From an optimization exercise on the open Yosys and OpenROAD flow, aimed at small area; shortcuts taken in it are not production practice.
Only simulation tests tie the RTL to the original design; equivalence was not proved.
Power and IR drop assume default switching activity.

### design.v
module AppAlarmClockForFPGA (
	clk,
	pushBtn,
	switches,
	led,
	buzzer,
	ps,
	seg0, seg1,
	seg2, seg3,
	seg4, seg5
);
input [9:0] switches;
input [1:0] pushBtn;
input clk;
output [9:0] led;
output reg buzzer;
output [3:0] ps;
output reg [7:0] seg0;
output reg [7:0] seg1;
output reg [7:0] seg2;
output reg [7:0] seg3;
output [6:0] seg4;
output [7:0] seg5;
localparam [9:0] SEC_CYCLES = 10'd1000;
localparam [9:0] HALF_SEC   = 10'd500;
localparam [5:0] HOLD       = 6'd40;
reg [8:0] cnt;
reg [1:0] currentState;
reg [5:0] counter_pressed, counter_not_pressed;
reg button_state;
reg alarmflag;
reg timerFlag;
reg buzzerFlag;
reg [5:0] led_flash;
reg [2:0] led_mode;
assign led = {led_flash, 1'b0, led_mode};
assign ps = {2'b00, currentState};
reg [9:0] count;
reg [7:0] hours;
reg [7:0] seconds;
reg [7:0] minutes;
reg [7:0] alarm_hours;
reg [7:0] alarm_minutes;
reg [7:0] timer_hours;
reg [7:0] timer_minutes;
reg [7:0] timer_seconds;
reg [7:0] stopwatch_hours;
reg [7:0] stopwatch_minutes;
reg [7:0] stopwatch_seconds;
reg [7:0] display_hours;
reg [7:0] display_seconds;
reg [7:0] display_minutes;
reg switch_old;
always @ (posedge clk) begin
if(!pushBtn[1]) begin
	hours <= 0;
	minutes <= 0;
	seconds <= 0;
	alarm_hours <= 0;
	alarm_minutes <= 0;
	timer_hours <= 0;
	timer_minutes <= 0;
	timer_seconds <= 8'd2;
	stopwatch_hours <= 0;
	stopwatch_minutes <= 0;
	stopwatch_seconds <= 0;
	alarmflag <= 0;
	timerFlag <= 0;
	count <= 0;
	buzzer <= 0;
end
else begin
	if((switches[9] == 1'b0)) begin  
		if(count == (SEC_CYCLES - 1'b1)) begin
			count <= 0;  
			if(seconds == 6'd59) begin
				seconds <= 0;
				if(minutes == 6'd59) begin
					minutes <= 0;
					if(hours == 6'd23) begin
						hours <= 0;
					end
					else begin
						hours <= hours + 1;
					end
				end
				else begin
					minutes <= minutes + 1;
				end
			end
			else begin
				seconds <= seconds + 1;
			end
			if(timer_seconds == 6'd00 && (timer_minutes != 0 ||timer_hours != 0)) begin
				timer_seconds <= 6'd59;
				if(timer_minutes == 6'd00) begin
					timer_minutes <= 6'd59;
					if(timer_hours == 6'd00) begin
						timer_hours <= 0;
					end
					else begin
						timer_hours <= timer_hours - 1;
					end
				end
				else begin
					timer_minutes <= timer_minutes - 1;
				end
			end
			else begin
			if (timer_seconds != 0) begin
				timer_seconds <= timer_seconds - 1;
				end
			end
			if (currentState ==3 && switches[0] == 1) begin
				if(stopwatch_seconds == 6'd59) begin
					stopwatch_seconds <= 0;
					if(stopwatch_minutes == 6'd59) begin
						stopwatch_minutes <= 0;
						if(stopwatch_hours == 6'd23) begin
							stopwatch_hours <= 0;
						end
						else begin
							stopwatch_hours <= stopwatch_hours + 1;
						end
					end
					else begin
						stopwatch_minutes <= stopwatch_minutes + 1;
					end
				end
				else begin
					stopwatch_seconds <= stopwatch_seconds + 1;
				end
			end
		end
		else begin
			count <= count + 1;
			if(count > HALF_SEC) begin
				if ((buzzerFlag && alarmflag) || (buzzerFlag && timerFlag)) begin
					buzzer <= 1;
				end
				end
			else begin
				buzzer <= 0;
			end
		end
	end
    if(currentState == 0 && switch_old != pushBtn[0] && !pushBtn[0]) begin
        if(switches[9] == 1'b1)
            if(switches[0] == 0 && switches[1] == 1) begin
                if(hours == 6'd23) begin
						hours <= 0;
					end
					else begin
						hours <= hours + 1;
					end
            end
            else if(switches[0] == 1 && switches[1] == 0) begin
                if(minutes == 6'd59) begin
						minutes <= 0;
					end
					else begin
						minutes <= minutes + 1;
					end
            end
    end
    else if(currentState == 1 && switch_old != pushBtn[0] && !pushBtn[0]) begin
			if(switches[9] == 1'b1)
            if(switches[0] == 0 && switches[1] == 1) begin
                if(alarm_hours == 6'd23) begin
						alarm_hours <= 0;
					end
					else begin
						alarm_hours <= alarm_hours + 1;
						alarmflag <=1;
					end
            end
            else if(switches[0] == 1 && switches[1] == 0) begin
                if(alarm_minutes == 6'd59) begin
						alarm_minutes <= 0;
					end
					else begin
						alarm_minutes <= alarm_minutes + 1;
						alarmflag <=1;
					end
            end
    end
	 else if(currentState == 2 && switch_old != pushBtn[0] && !pushBtn[0]) begin
        if(switches[9] == 1'b1)
            if(switches[0] == 0 && switches[1] == 1) begin
                if(timer_hours == 6'd23) begin
						timer_hours <= 0;
					end
					else begin
						timer_hours <= timer_hours + 1;
						timerFlag <= 1;
					end
            end
            else if(switches[0] == 1 && switches[1] == 0) begin
                if(timer_minutes == 6'd59) begin
						timer_minutes <= 0;
					end
					else begin
						timer_minutes <= timer_minutes + 1;
						timerFlag <= 1;
					end
            end
    end
end
switch_old  <= pushBtn[0];
end
wire button_state_mid = (counter_pressed == HOLD) ? 1'b1 : button_state;
always @ (posedge clk)
begin
	if(!pushBtn[1])
		begin
		currentState <= 2'b0;
		counter_pressed <= 6'b0;
		counter_not_pressed <= 6'b0;
		button_state <= 1'b1;
		end
	else
		begin
		if(!pushBtn[0] & !button_state)
			counter_pressed <= counter_pressed + 1'b1;
		else
			counter_pressed <= 6'b0;
		if(counter_pressed == HOLD)
			begin
			if (switches[9] == 1'b0)
				currentState <= currentState + 1'b1;
			counter_pressed <= 6'b0;
			end
		if(pushBtn[0] & button_state_mid)
			counter_not_pressed <= counter_not_pressed + 1'b1;
		else
			counter_not_pressed <= 6'b0;
		if(counter_not_pressed == HOLD)
			begin
			counter_not_pressed <= 6'b0;
			button_state <= 1'b0;
			end
		else
			button_state <= button_state_mid;
		end
end
always @ (posedge clk) begin
	if(!pushBtn[1])
		cnt <= 0;
	else
		cnt <= cnt + 1;
	if((hours == alarm_hours) && (minutes == alarm_minutes) && (alarmflag == 1)
	|| (0 == timer_minutes) && (0 == timer_seconds) && (timerFlag == 1) && (0 == timer_hours))
	begin
		led_flash <= {6{cnt[8]}};
		buzzerFlag <= 1;
	end
	else begin
		led_flash <= 6'b000000;
		buzzerFlag <= 0;
	end
end
always @ (*) begin
	case(currentState)
		0: begin
			display_hours = hours;
			display_minutes = minutes;
			display_seconds = seconds;
			led_mode = 3'b000;
			end
		1: begin
			display_hours = alarm_hours;
			display_minutes = alarm_minutes;
			display_seconds = 0;
			led_mode = 3'b001;
			end
		2: begin
			display_hours = timer_hours;
			display_minutes = timer_minutes;
			display_seconds = timer_seconds;
			led_mode = 3'b011;
			end
		default: begin
			display_hours = stopwatch_hours;
			display_seconds = stopwatch_seconds;
			display_minutes = stopwatch_minutes;
			led_mode = 3'b111;
			end
	endcase
end
reg [7:0] seg5_full, seg4_full;
assign seg5 = seg5_full;
assign seg4 = seg4_full[6:0];
always @ (*) begin
  case(display_hours)
		0: {seg5_full,seg4_full} =  {8'b11_00_00_00,8'b11_00_00_00};
		1: {seg5_full,seg4_full} =  {8'b11_00_00_00,8'b11_11_10_01};
		2: {seg5_full,seg4_full} =  {8'b11_00_00_00,8'b10_10_01_00};
		3: {seg5_full,seg4_full} =  {8'b11_00_00_00,8'b10_11_00_00};
		4: {seg5_full,seg4_full} =  {8'b11_00_00_00,8'b10_01_10_01};
		5: {seg5_full,seg4_full} =  {8'b11_00_00_00,8'b10_01_00_10};
		6: {seg5_full,seg4_full} =  {8'b11_00_00_00,8'b10_00_00_10};
		7: {seg5_full,seg4_full} =  {8'b11_00_00_00,8'b11_11_10_00};
		8: {seg5_full,seg4_full} =  {8'b11_00_00_00,8'b10_00_00_00};
		9: {seg5_full,seg4_full} =  {8'b11_00_00_00,8'b10_01_00_00};
		10: {seg5_full,seg4_full} = {8'b11_11_10_01,8'b11_00_00_00};
		11: {seg5_full,seg4_full} = {8'b11_11_10_01,8'b11_11_10_01};
		12: {seg5_full,seg4_full} = {8'b11_11_10_01,8'b10_10_01_00};
		13: {seg5_full,seg4_full} = {8'b11_11_10_01,8'b10_11_00_00};
		14: {seg5_full,seg4_full} = {8'b11_11_10_01,8'b10_01_10_01};
		15: {seg5_full,seg4_full} = {8'b11_11_10_01,8'b10_01_00_10};
		16: {seg5_full,seg4_full} = {8'b11_11_10_01,8'b10_00_00_10};
		17: {seg5_full,seg4_full} = {8'b11_11_10_01,8'b11_11_10_00};
		18: {seg5_full,seg4_full} = {8'b11_11_10_01,8'b10_00_00_00};
		19: {seg5_full,seg4_full} = {8'b11_11_10_01,8'b10_01_00_00};
		20: {seg5_full,seg4_full} = {8'b10_10_01_00,8'b11_00_00_00};
		21: {seg5_full,seg4_full} = {8'b10_10_01_00,8'b11_11_10_01};
		22: {seg5_full,seg4_full} = {8'b10_10_01_00,8'b10_10_01_00};
		23: {seg5_full,seg4_full} = {8'b10_10_01_00,8'b10_11_00_00};
		24: {seg5_full,seg4_full} = {8'b10_10_01_00,8'b10_01_10_01};
		default: {seg5_full,seg4_full} = {8'b11_11_11_11,8'b11_11_11_11};
  endcase
  case(display_minutes)
		0: {seg3,seg2} =  {8'b11_00_00_00,8'b11_00_00_00};
		1: {seg3,seg2} =  {8'b11_00_00_00,8'b11_11_10_01};
		2: {seg3,seg2} =  {8'b11_00_00_00,8'b10_10_01_00};
		3: {seg3,seg2} =  {8'b11_00_00_00,8'b10_11_00_00};
		4: {seg3,seg2} =  {8'b11_00_00_00,8'b10_01_10_01};
		5: {seg3,seg2} =  {8'b11_00_00_00,8'b10_01_00_10};
		6: {seg3,seg2} =  {8'b11_00_00_00,8'b10_00_00_10};
		7: {seg3,seg2} =  {8'b11_00_00_00,8'b11_11_10_00};
		8: {seg3,seg2} =  {8'b11_00_00_00,8'b10_00_00_00};
		9: {seg3,seg2} =  {8'b11_00_00_00,8'b10_01_00_00};
		10: {seg3,seg2} = {8'b11_11_10_01,8'b11_00_00_00};
		11: {seg3,seg2} = {8'b11_11_10_01,8'b11_11_10_01};
		12: {seg3,seg2} = {8'b11_11_10_01,8'b10_10_01_00};
		13: {seg3,seg2} = {8'b11_11_10_01,8'b10_11_00_00};
		14: {seg3,seg2} = {8'b11_11_10_01,8'b10_01_10_01};
		15: {seg3,seg2} = {8'b11_11_10_01,8'b10_01_00_10};
		16: {seg3,seg2} = {8'b11_11_10_01,8'b10_00_00_10};
		17: {seg3,seg2} = {8'b11_11_10_01,8'b11_11_10_00};
		18: {seg3,seg2} = {8'b11_11_10_01,8'b10_00_00_00};
		19: {seg3,seg2} = {8'b11_11_10_01,8'b10_01_00_00};
		20: {seg3,seg2} = {8'b10_10_01_00,8'b11_00_00_00};
		21: {seg3,seg2} = {8'b10_10_01_00,8'b11_11_10_01};
		22: {seg3,seg2} = {8'b10_10_01_00,8'b10_10_01_00};
		23: {seg3,seg2} = {8'b10_10_01_00,8'b10_11_00_00};
		24: {seg3,seg2} = {8'b10_10_01_00,8'b10_01_10_01};
		25: {seg3,seg2} = {8'b10_10_01_00,8'b10_01_00_10};
		26: {seg3,seg2} = {8'b10_10_01_00,8'b10_00_00_10};
		27: {seg3,seg2} = {8'b10_10_01_00,8'b11_11_10_00};
		28: {seg3,seg2} = {8'b10_10_01_00,8'b10_00_00_00};
		29: {seg3,seg2} = {8'b10_10_01_00,8'b10_01_00_00};
		30: {seg3,seg2} = {8'b10_11_00_00,8'b11_00_00_00};
		31: {seg3,seg2} = {8'b10_11_00_00,8'b11_11_10_01};
		32: {seg3,seg2} = {8'b10_11_00_00,8'b10_10_01_00};
		33: {seg3,seg2} = {8'b10_11_00_00,8'b10_11_00_00};
		34: {seg3,seg2} = {8'b10_11_00_00,8'b10_01_10_01};
		35: {seg3,seg2} = {8'b10_11_00_00,8'b10_01_00_10};
		36: {seg3,seg2} = {8'b10_11_00_00,8'b10_00_00_10};
		37: {seg3,seg2} = {8'b10_11_00_00,8'b11_11_10_00};
		38: {seg3,seg2} = {8'b10_11_00_00,8'b10_00_00_00};
		39: {seg3,seg2} = {8'b10_11_00_00,8'b10_01_00_00};
		40: {seg3,seg2} = {8'b10_01_10_01,8'b11_00_00_00};
		41: {seg3,seg2} = {8'b10_01_10_01,8'b11_11_10_01};
		42: {seg3,seg2} = {8'b10_01_10_01,8'b10_10_01_00};
		43: {seg3,seg2} = {8'b10_01_10_01,8'b10_11_00_00};
		44: {seg3,seg2} = {8'b10_01_10_01,8'b10_01_10_01};
		45: {seg3,seg2} = {8'b10_01_10_01,8'b10_01_00_10};
		46: {seg3,seg2} = {8'b10_01_10_01,8'b10_00_00_10};
		47: {seg3,seg2} = {8'b10_01_10_01,8'b11_11_10_00};
		48: {seg3,seg2} = {8'b10_01_10_01,8'b10_00_00_00};
		49: {seg3,seg2} = {8'b10_01_10_01,8'b10_01_00_00};
		50: {seg3,seg2} = {8'b10_01_00_10,8'b11_00_00_00};
		51: {seg3,seg2} = {8'b10_01_00_10,8'b11_11_10_01};
		52: {seg3,seg2} = {8'b10_01_00_10,8'b10_10_01_00};
		53: {seg3,seg2} = {8'b10_01_00_10,8'b10_11_00_00};
		54: {seg3,seg2} = {8'b10_01_00_10,8'b10_01_10_01};
		55: {seg3,seg2} = {8'b10_01_00_10,8'b10_01_00_10};
		56: {seg3,seg2} = {8'b10_01_00_10,8'b10_00_00_10};
		57: {seg3,seg2} = {8'b10_01_00_10,8'b11_11_10_00};
		58: {seg3,seg2} = {8'b10_01_00_10,8'b10_00_00_00};
		59: {seg3,seg2} = {8'b10_01_00_10,8'b10_01_00_00};
		60: {seg3,seg2} = {8'b10_00_00_10,8'b11_00_00_00};
		default: {seg3,seg2} = {8'b11_11_11_11,8'b11_11_11_11};
  endcase
  case(display_seconds)
		0: {seg1,seg0} =  {8'b11_00_00_00,8'b11_00_00_00};
		1: {seg1,seg0} =  {8'b11_00_00_00,8'b11_11_10_01};
		2: {seg1,seg0} =  {8'b11_00_00_00,8'b10_10_01_00};
		3: {seg1,seg0} =  {8'b11_00_00_00,8'b10_11_00_00};
		4: {seg1,seg0} =  {8'b11_00_00_00,8'b10_01_10_01};
		5: {seg1,seg0} =  {8'b11_00_00_00,8'b10_01_00_10};
		6: {seg1,seg0} =  {8'b11_00_00_00,8'b10_00_00_10};
		7: {seg1,seg0} =  {8'b11_00_00_00,8'b11_11_10_00};
		8: {seg1,seg0} =  {8'b11_00_00_00,8'b10_00_00_00};
		9: {seg1,seg0} =  {8'b11_00_00_00,8'b10_01_00_00};
		10: {seg1,seg0} = {8'b11_11_10_01,8'b11_00_00_00};
		11: {seg1,seg0} = {8'b11_11_10_01,8'b11_11_10_01};
		12: {seg1,seg0} = {8'b11_11_10_01,8'b10_10_01_00};
		13: {seg1,seg0} = {8'b11_11_10_01,8'b10_11_00_00};
		14: {seg1,seg0} = {8'b11_11_10_01,8'b10_01_10_01};
		15: {seg1,seg0} = {8'b11_11_10_01,8'b10_01_00_10};
		16: {seg1,seg0} = {8'b11_11_10_01,8'b10_00_00_10};
		17: {seg1,seg0} = {8'b11_11_10_01,8'b11_11_10_00};
		18: {seg1,seg0} = {8'b11_11_10_01,8'b10_00_00_00};
		19: {seg1,seg0} = {8'b11_11_10_01,8'b10_01_00_00};
		20: {seg1,seg0} = {8'b10_10_01_00,8'b11_00_00_00};
		21: {seg1,seg0} = {8'b10_10_01_00,8'b11_11_10_01};
		22: {seg1,seg0} = {8'b10_10_01_00,8'b10_10_01_00};
		23: {seg1,seg0} = {8'b10_10_01_00,8'b10_11_00_00};
		24: {seg1,seg0} = {8'b10_10_01_00,8'b10_01_10_01};
		25: {seg1,seg0} = {8'b10_10_01_00,8'b10_01_00_10};
		26: {seg1,seg0} = {8'b10_10_01_00,8'b10_00_00_10};
		27: {seg1,seg0} = {8'b10_10_01_00,8'b11_11_10_00};
		28: {seg1,seg0} = {8'b10_10_01_00,8'b10_00_00_00};
		29: {seg1,seg0} = {8'b10_10_01_00,8'b10_01_00_00};
		30: {seg1,seg0} = {8'b10_11_00_00,8'b11_00_00_00};
		31: {seg1,seg0} = {8'b10_11_00_00,8'b11_11_10_01};
		32: {seg1,seg0} = {8'b10_11_00_00,8'b10_10_01_00};
		33: {seg1,seg0} = {8'b10_11_00_00,8'b10_11_00_00};
		34: {seg1,seg0} = {8'b10_11_00_00,8'b10_01_10_01};
		35: {seg1,seg0} = {8'b10_11_00_00,8'b10_01_00_10};
		36: {seg1,seg0} = {8'b10_11_00_00,8'b10_00_00_10};
		37: {seg1,seg0} = {8'b10_11_00_00,8'b11_11_10_00};
		38: {seg1,seg0} = {8'b10_11_00_00,8'b10_00_00_00};
		39: {seg1,seg0} = {8'b10_11_00_00,8'b10_01_00_00};
		40: {seg1,seg0} = {8'b10_01_10_01,8'b11_00_00_00};
		41: {seg1,seg0} = {8'b10_01_10_01,8'b11_11_10_01};
		42: {seg1,seg0} = {8'b10_01_10_01,8'b10_10_01_00};
		43: {seg1,seg0} = {8'b10_01_10_01,8'b10_11_00_00};
		44: {seg1,seg0} = {8'b10_01_10_01,8'b10_01_10_01};
		45: {seg1,seg0} = {8'b10_01_10_01,8'b10_01_00_10};
		46: {seg1,seg0} = {8'b10_01_10_01,8'b10_00_00_10};
		47: {seg1,seg0} = {8'b10_01_10_01,8'b11_11_10_00};
		48: {seg1,seg0} = {8'b10_01_10_01,8'b10_00_00_00};
		49: {seg1,seg0} = {8'b10_01_10_01,8'b10_01_00_00};
		50: {seg1,seg0} = {8'b10_01_00_10,8'b11_00_00_00};
		51: {seg1,seg0} = {8'b10_01_00_10,8'b11_11_10_01};
		52: {seg1,seg0} = {8'b10_01_00_10,8'b10_10_01_00};
		53: {seg1,seg0} = {8'b10_01_00_10,8'b10_11_00_00};
		54: {seg1,seg0} = {8'b10_01_00_10,8'b10_01_10_01};
		55: {seg1,seg0} = {8'b10_01_00_10,8'b10_01_00_10};
		56: {seg1,seg0} = {8'b10_01_00_10,8'b10_00_00_10};
		57: {seg1,seg0} = {8'b10_01_00_10,8'b11_11_10_00};
		58: {seg1,seg0} = {8'b10_01_00_10,8'b10_00_00_00};
		59: {seg1,seg0} = {8'b10_01_00_10,8'b10_01_00_00};
		60: {seg1,seg0} = {8'b10_00_00_10,8'b11_00_00_00};
		default: {seg1,seg0} = {8'b11_11_11_11,8'b11_11_11_11};
  endcase
end
endmodule
### run.sh
#!/bin/bash
# synth_recipe.tcl (not shown) runs the flow's synth.tcl, then flattens the netlist and writes it again
# the make line also repeats each setting of config.mk as NAME=value (left out here)
make -C /OpenROAD-flow-scripts/flow DESIGN_CONFIG=/design/flow/config.mk WORK_HOME=/design/flow/orfs CLKGATE_MAP_FILE= SYNTH_SCRIPT=/design/flow/synth_recipe.tcl finish
### config.mk
export PLATFORM = sky130hd
export DESIGN_NAME = AppAlarmClockForFPGA
export DESIGN_NICKNAME = AppAlarmClockForFPGA
export VERILOG_FILES = /design/flow/design.v
export SDC_FILE = /design/flow/constraint.sdc
export NUM_CORES = 4
export LEC_CHECK = 0
export CAP_MARGIN = 20
export CORE_MARGIN = 2
export CORE_UTILIZATION = 40
export SLEW_MARGIN = 20
### constraint.sdc
create_clock -name core_clock -period 10.0 [get_ports {clk}]
set_input_delay 2.0000 -clock core_clock [delete_from_list [all_inputs] [get_ports {clk}]]
set_output_delay 2.0000 -clock core_clock [all_outputs]
set_load 0.01 [all_outputs]
==> summary.txt <==
==> power groups by stage <==
stage	Clock, mW	Combinational [mW]	Sequential [mW]
floorplan	0	0.0232	0.526
global placement	0	0.0317	0.527
detailed placement	0	0.0323	0.527
CTS	0.623	0.0324	0.515
global route	0.647	0.0361	0.516
finish	0.609	0.0319	0.516
==> critical path, stage by stage, from the launching register on <==
cell and delay [ps]:
dfxtp_1 350, inv_1 100, ha_1 150, buf_4 300
a221oi_1 190, nor2_2 680, clkinv_1 720, xnor2_1 640
a31oi_1 230, a21oi_1 180, o211a_1 160, clkdlybuf4s50_1 530
==> logic make-up after synthesis <==
group	count (synthesis)
XOR/XNOR	107
buffers and inverters	133
other	2
AO/OA/AOI/OAI	283
AND/OR/NAND/NOR	505
adder cells (fa/ha/maj)	53
flip-flops	128
multiplexers	26
==> layout by cell type, fill, tap and decap left out, types with 5 or more instances in the layout <==
master	n
and2_1	7
a31oi_1	12
nand3_1	51
inv_1	46
nor4_1	11
ha_1	52
o211ai_1	13
nand4_1	32
mux2i_1	18
o31ai_1	8
nand2_1	122
or4_1	8
a221oi_1	7
clkdlybuf4s50_1	59
nor2b_1	8
nor3_1	27
and3_1	17
mux2_2	7
o22ai_1	5
nor2_1	158
o221ai_1	9
conb_1	8
a22oi_1	15
xnor2_1	64
a211oi_1	7
a222oi_1	8
or3_1	18
or2_2	6
buf_4	15
o21ai_0	73
nand3b_1	6
dfxtp_1	128
a21oi_1	69
nand2b_1	7
xor2_1	43
clkbuf_16	17
==> area by class of cell <==
class	instances	area, um^2	share of cell area [%]
Clock inverter	12	135.1	1.270
Clock buffer	19	442.9	4.163
Tap cell	313	391.6	3.681
Sequential cell	128	2562	24.09
Multi-Input combinational cell	982	6220	58.46
Timing Repair Buffer	74	703.2	6.609
Inverter	49	183.9	1.729
==> path summary, 6_finish.rpt <==
path                                startpoint                          end  cells past startpoint
setup / recovery  currentState[0]$_SDFFE_PN0P_                      seg0[3]                     11
hold / removal               cnt[0]$_SDFF_PN0_            cnt[0]$_SDFF_PN0_                      1
setup reg to reg  currentState[1]$_SDFFE_PN0P_  timer_minutes[6]$_SDFF_PN0_                      7
hold reg to reg              cnt[0]$_SDFF_PN0_            cnt[0]$_SDFF_PN0_                      1
==> per-layer routing <==
layer	wire length, um	vias to the layer above	track usage [%]
met5	0	-	0
met4	375	0	5.767
met3	1042	28	3.129
met2	11290	237	32.93
met1	11760	4166	27.70
li1	-	4449	-
==> metrics by stage <==
step	power, mW	hold WS, ps	cells	setup slack [ps]
2_1_floorplan	0.5492	417.6	1243	4848
3_3_place_gp	0.5583	430.6	1546	3831
3_5_place_dp	0.5591	440.4	1546	3875
4_1_cts	1.171	453.3	1577	3373
5_1_grt	1.199	475.5	1577	2955
6_report	1.156	447.7	1577	3327
==> results.cfg <==
[synthesis]
synth_top_cell_by_area = dfxtp_1
synth_ff_type = dfxtp_1
yosysSeqAreaShare_pct = 27.48
synthAdderAreaFrac_pct = 7.083
synthTopCellsByArea = dfxtp_1 (27%), ha_1 (7.0%), nor2_1 (6.4%), xnor2_1 (6.0%), nand2_1 (4.9%)
yosys_warnings = 1
syn_area_um2 = 9326
synth-simple-area-share_pct = 26.38
synthTopCellsByCount = nor2_1 (158), dfxtp_1 (128), nand2_1 (122), o21ai_0 (73), a21oi_1 (69)
syn_area_per_cell_um2 = 7.540
synth_top_family_by_area = simple AND/OR/NAND/NOR gates
synth_mux_area_share_pct = 2.884
synth_xor_area_share_pct = 10.05
synth_cell_types = 81
async_flop_share_pct = 0
syn_inst = 1237
synth_seq_cells = 128
synth_edf_count = 0
yosys.area.top_type_share_pct = 27.48
synth.most_common_cell = nor2_1
synth_compound_area_share_pct = 19.94

[outcome]
status = timing/DRC/antenna clean

[timing]
tightestPinTransition_ps = 1009
tns_ps = 0
max_freq_mhz = 149.9
setup_viol = 0
fin_skew_ps = 10.51
finalHoldViolCount = 0
period_minus_slack_ps = 6673
grt_setup_unrepaired = no
slew_violations = 0
period_share_pct = 66.73
relSlewSlack_pct = 30.80

[pwr]
cellLeakagePower_nw = 3.924
p_seq_share_pct = 44.6
power_density_nw_per_um2 = 108.7
peakVddDrop_v = 0.0001009
swShare_pct = 22.45
comb_power_share_pct = 2.8
p_int_mw = 0.8966
p_sw_mw = 0.2596
p_clk_share_pct = 52.6

[critical_path]
critPathLaunchType = flip-flop
cp_max_fo = 26
critPathKind = reg -> out
cp_data_arrival_time_ps = 4670
r2r_setup_slack_ps = 6960
cp.required_ps = 8000
cp-end-kind = primary output

[global_route]
grt_pass1_vias = 8050
overflow = 0
grt_pass1_wl_um = 40720
antenna_found_initial = 0
grt_usage_pct = 20.23
grt_max_degree = 41

[clock_network]
htreeDepth = 4
insertion_delay_ps = 420
cts-root-buf = clkbuf_16
cts-buffers-inserted = 17
tritoncts = done
path_clk_slew_ps = 60
ctsResizeCount = 0
cts_setup_buffers = 0
hold_buffers = 0
clk_path_buf_depth = 2
cts_sinks = 128

[die]
die_w_um = 156.7
die_height_um = 156.7
rows = 55
io_pins = 75
start_util_pct = 40.94
core_um2 = 22780
die_area_um2 = 24550

[drt]
vias_per_cell = 5.631
ant_nets = 0
first_pass_iters = 8
wirelength_um = 24470
vias = 8880
wl_per_cell_um = 15.52
drc = 0
drt_iter0_drc = 619

[cells_and_area]
diodes = 0
top_register = count
area_delta_synth_final_pct = 14.07
largest_reg_flops = 10
fin_nets = 1317
design_area_um2 = 10640
largestRegisters = count: 10 flops, cnt: 9 flops
num-fill-cells = 2250
drive_above_1_share_pct = 5.617
post-route-util_pct = 46.71

[job]
maxCapViolCount = 0

[min_path]
hold_class = reg -> reg

[placement]
gp_congestion = 0.8728
placed_cell_area_um2 = 10060
port_buffers = 59
hpwl_um = 17140

==> separate check: timing with driven ports <==
The results above use ideal ports. As a check the final layout listed here was re-extracted and re-timed, cells and wires unchanged. Step 1 assumes that a clkbuf_16 drives the clock port and a buf_2 every other input. Step 2 moves the port delays by t, midway between the first and last clock arrival at a register: inputs arrive t later, outputs are due t later. That takes back most of the time a late clock gives input paths. Slacks: ideal / step 1 / step 2; pairs: ideal / step 1.
t (ns): 0.457
slack for setup (ns): 3.327 / 3.281 / 3.738
worst setup path after step 2: register to output
After both steps this run still meets setup and hold. For this run, drivers alone change the setup slack by -0.046 ns; drivers and shift together by +0.411 ns.
